This is an optimization exercise on Yosys and OpenROAD, whose aim is small area and a short achievable clock period, not a production implementation.
In this exercise RTL edits were held to simulation tests only and were not proved equivalent to the original.

Setup of build 36:
==> flow/design.v (excerpt) <==
module PipelinedRadix4BoothWallace32
(
    input logic clk,
    input logic run,
    input logic signedFlag,  
    input logic [32 - 1 : 0] multiplicand,
    input logic [32 - 1 : 0] multiplier,
    output logic [64 - 1 : 0] out
);
reg [15:0] r1_one;
reg [15:0] r1_two;
reg [15:0] r1_neg;
reg [0:0] r1_u16;
reg [32:0] r1_ax;
wire s1;
wire c2;
wire s3;
wire c4;
wire s5;
wire c6;
wire s7;
wire c8;
wire s9;
wire c10;
wire s11;
wire c12;
wire s13;
wire c14;
wire s15;
wire c16;
wire s17;
wire c18;
wire s19;
wire c20;
wire s21;
wire c22;
wire s23;
wire c24;
wire s25;
wire c26;
wire s27;
wire c28;
wire s29;
wire c30;
wire s31;
wire c32;
wire s33;
wire c34;
wire s35;
wire c36;
wire s37;
wire c38;
wire s39;
wire c40;
wire s41;
wire c42;
wire s43;
wire c44;
wire s45;
wire c46;
wire s47;
wire c48;
wire s49;
wire c50;
wire s51;
wire c52;
wire s53;
wire c54;
wire s55;
wire c56;
wire s57;
wire c58;
wire s59;
wire c60;
wire s61;
wire c62;
wire s63;
wire c64;
wire s65;
wire c66;
wire s67;
wire c68;
wire s69;
wire c70;
wire s71;
wire c72;
wire s73;
wire c74;
wire s75;
wire c76;
wire s77;
wire c78;
wire s79;
wire c80;
wire s81;
wire c82;
wire s83;
wire c84;
wire s85;
wire c86;
wire s87;
wire c88;
wire s89;
wire c90;
wire s91;
wire c92;
wire s93;
wire c94;
wire s95;
wire c96;
wire s97;
wire c98;
wire s99;
wire c100;
wire s101;
wire c102;
wire s103;
wire c104;
wire s105;
wire c106;
wire s107;
wire c108;
wire s109;
wire c110;
wire s111;
wire c112;
wire s113;
wire c114;
wire s115;
wire c116;
wire s117;
wire c118;
wire s119;
wire c120;
wire s121;
  ...
Settings: LEC_CHECK=0, CAP_MARGIN=20, CORE_MARGIN=2, CORE_UTILIZATION=50, CTS_BUF_LIST=sky130_fd_sc_hd__clkbuf_4 sky130_fd_sc_hd__clkbuf_8, CTS_CLUSTER_SIZE=30, PLACE_DENSITY=0.65, SETUP_SLACK_MARGIN=1.6, SLEW_MARGIN=20, SYNTH_HIERARCHICAL=1, SYNTH_MINIMUM_KEEP_SIZE=0; clock period 4.2 ns.
run.sh (not shown) runs the stock make flow with config.mk's settings and CLKGATE_MAP_FILE= SYNTH_SCRIPT=/design/flow/synth_recipe.tcl, a recipe that flattens the netlist after the stock synthesis.
Build 36 | status: complete | timing, DRC, antenna: pass
diff inputs: build 36 => build 16
Settings: swapping 1.6 for 1.7 in SETUP_SLACK_MARGIN; putting GPL_TIMING_DRIVEN at 0 where nothing was set.
--- outcome ---
- Build 36 → build 16: share of the clock period used by the worst path after layout higher, aggregate global-route resource usage now larger, biggest cell delay along the critical path decreased by 0.09 ns relative to the old numbers, peak clock frequency supported by timing fell by 2.8%.
- From build 36 to build 16 the numbers moved as follows: wire length went up, HPWL after detailed placement has increased.
What build 20 does differently from build 16 at the input level:
Settings: SETUP_SLACK_MARGIN: 1.7 -> 1.75; GPL_TIMING_DRIVEN: 0 -> unset.
Notes after the runs:
The run showing the greater depth of the worst register-to-register path is build 16. Build 20 completed end to end with timing, DRC and antenna clean. Lower met2 track demand over resource in global routing among build 20 and build 16: build 20. The mean number of vias per cell on build 16 is in line with that on build 20. Run comparison: build 20 start point of the critical path r1_ax[23]; build 16 start point of the critical path r1_neg[13].


## job 1778
Starting RTL as in the previous note.
==> flow/design.v (excerpt) <==
module PipelinedRadix4BoothWallace32
(
    input logic clk,
    input logic run,
    input logic signedFlag,  
    input logic [32 - 1 : 0] multiplicand,
    input logic [32 - 1 : 0] multiplier,
    output logic [64 - 1 : 0] out
);
reg [15:0] r1_one;
reg [15:0] r1_two;
reg [15:0] r1_neg;
reg [0:0] r1_u16;
reg [32:0] r1_ax;
wire s1;
wire c2;
wire s3;
wire c4;
wire s5;
wire c6;
wire s7;
wire c8;
wire s9;
wire c10;
wire s11;
wire c12;
wire s13;
wire c14;
wire s15;
wire c16;
wire s17;
wire c18;
wire s19;
wire c20;
wire s21;
wire c22;
wire s23;
wire c24;
wire s25;
wire c26;
wire s27;
wire c28;
wire s29;
wire c30;
wire s31;
wire c32;
wire s33;
wire c34;
wire s35;
wire c36;
wire s37;
wire c38;
wire s39;
wire c40;
wire s41;
wire c42;
wire s43;
wire c44;
wire s45;
wire c46;
wire s47;
wire c48;
wire s49;
wire c50;
wire s51;
wire c52;
wire s53;
wire c54;
wire s55;
wire c56;
wire s57;
wire c58;
wire s59;
wire c60;
wire s61;
wire c62;
wire s63;
wire c64;
wire s65;
wire c66;
wire s67;
wire c68;
wire s69;
wire c70;
wire s71;
wire c72;
wire s73;
wire c74;
wire s75;
wire c76;
wire s77;
wire c78;
wire s79;
wire c80;
wire s81;
wire c82;
wire s83;
wire c84;
wire s85;
wire c86;
wire s87;
wire c88;
wire s89;
wire c90;
wire s91;
wire c92;
wire s93;
wire c94;
wire s95;
wire c96;
wire s97;
wire c98;
wire s99;
wire c100;
wire s101;
wire c102;
wire s103;
wire c104;
wire s105;
wire c106;
wire s107;
wire c108;
wire s109;
wire c110;
wire s111;
wire c112;
wire s113;
wire c114;
wire s115;
wire c116;
wire s117;
wire c118;
wire s119;
wire c120;
wire s121;
wire c122;
wire s123;
wire c124;
wire s125;
wire c126;
wire s127;
wire c128;
wire s129;
wire c130;
wire s131;
wire c132;
wire s133;
wire c134;
wire s135;
wire c136;
wire s137;
wire c138;
wire s139;
wire c140;
wire s141;
wire c142;
wire s143;
wire c144;
wire s145;
wire c146;
wire s147;
wire c148;
wire s149;
wire c150;
wire s151;
wire c152;
wire s153;
wire c154;
wire s155;
wire c156;
wire s157;
wire c158;
wire s159;
wire c160;
wire s161;
wire c162;
wire s163;
wire c164;
wire s165;
wire c166;
wire s167;
wire c168;
wire s169;
wire c170;
wire s171;
wire c172;
wire s173;
wire c174;
wire s175;
wire c176;
wire s177;
wire c178;
wire s179;
wire c180;
wire s181;
wire c182;
wire s183;
wire c184;
wire s185;
wire c186;
wire s187;
wire c188;
wire s189;
  ...
make LEC_CHECK=0 CAP_MARGIN=20 CORE_MARGIN=2 CORE_UTILIZATION=62 CTS_BUF_LIST='sky130_fd_sc_hd__clkbuf_4 sky130_fd_sc_hd__clkbuf_8' CTS_CLUSTER_SIZE=30 PLACE_DENSITY=0.72 SETUP_SLACK_MARGIN=1.7 SLEW_MARGIN=20 SYNTH_HIERARCHICAL=1 SYNTH_MINIMUM_KEEP_SIZE=0 finish   # period 4.2 ns
Job 1778 finished every step from synthesis to the final layout, and the layout passed the timing, design-rule and antenna checks.
> inputs changed (job 1778 -> job 7516)
Settings: swapping 62 for 50 in CORE_UTILIZATION; swapping 0.72 for 0.65 in PLACE_DENSITY; swapping 1.7 for 1.65 in SETUP_SLACK_MARGIN.
Notes after the runs:
- Compare job 7516 and job 1778 | area of the multi-input gates higher: job 1778
- Lower wire length among job 7516 and job 1778: job 1778
- Comparing job 7516 and job 1778, the lower cell count is on job 1778.
- Job 7516 vs. job 1778: count of clock buffers in the final design lower, first-iteration DRC count has decreased.
- Global-route usage: lower on job 7516
- The final reports for job 7516 and job 1778 show area added between synthesis and finish lower in the former.
#### Input delta (job 9680 over job 7516)
Settings: changing SETUP_SLACK_MARGIN from 1.65 to 1.7; changing CORE_UTILIZATION from 50 to 45; changing PLACE_DENSITY from 0.65 to 0.6.
In summary, job 9680 completed successfully, with a layout that passed the timing, design-rule and antenna checks.
Between job 7516 and job 9680, the flow reports via count increasing slightly.
Job 9680 vs. job 7516: sequential share of layout area went down by 0.87 points, amount of wire on met2 after detailed routing went up by about 6.5%.

static timing again, ports no longer ideal:
In the flow no input, the clock included, has a driving cell. The finished layouts below were timed again as built, in two steps. Step 1 (the two cells are an assumption about what drives the block):
set clk [get_ports {clk}]
set_driving_cell -lib_cell sky130_fd_sc_hd__clkbuf_16 $clk
set_driving_cell -lib_cell sky130_fd_sc_hd__buf_2 [delete_from_list [all_inputs] $clk]
Step 2, shift: input delay + t, output delay - t, t = (earliest + latest rising clock arrival at the registers) / 2. This alone moves slack from input paths to output paths. a / b / c = no drivers / after step 1 / after step 2; a / b = the first two.
| run | t, ns | slack for setup (ns) | clock arrival spread, ns | worst register clock-pin slew, ns |
|---|---|---|---|---|
| build 36 | 0.809 | 1.605 / 1.605 / 1.605 | 0.044 / 0.044 | 0.07 / 0.07 |
| build 16 | 0.829 | 1.529 / 1.529 / 1.219 | 0.060 / 0.060 | 0.07 / 0.07 |
| build 20 | 0.792 | 1.658 / 1.658 / 1.658 | 0.045 / 0.045 | 0.07 / 0.07 |
| job 1778 | 0.786 | 1.660 / 1.660 / 1.660 | 0.046 / 0.047 | 0.08 / 0.08 |
| job 7516 | 0.814 | 1.658 / 1.655 / 1.658 | 0.041 / 0.041 | 0.07 / 0.07 |
| job 9680 | 0.846 | 1.690 / 1.690 / 1.690 | 0.076 / 0.076 | 0.07 / 0.07 |
After both steps setup and hold are still met in every run listed. The setup slack of build 16, which loses most, moves by 0.000 ns with the drivers and by -0.310 ns with both steps.
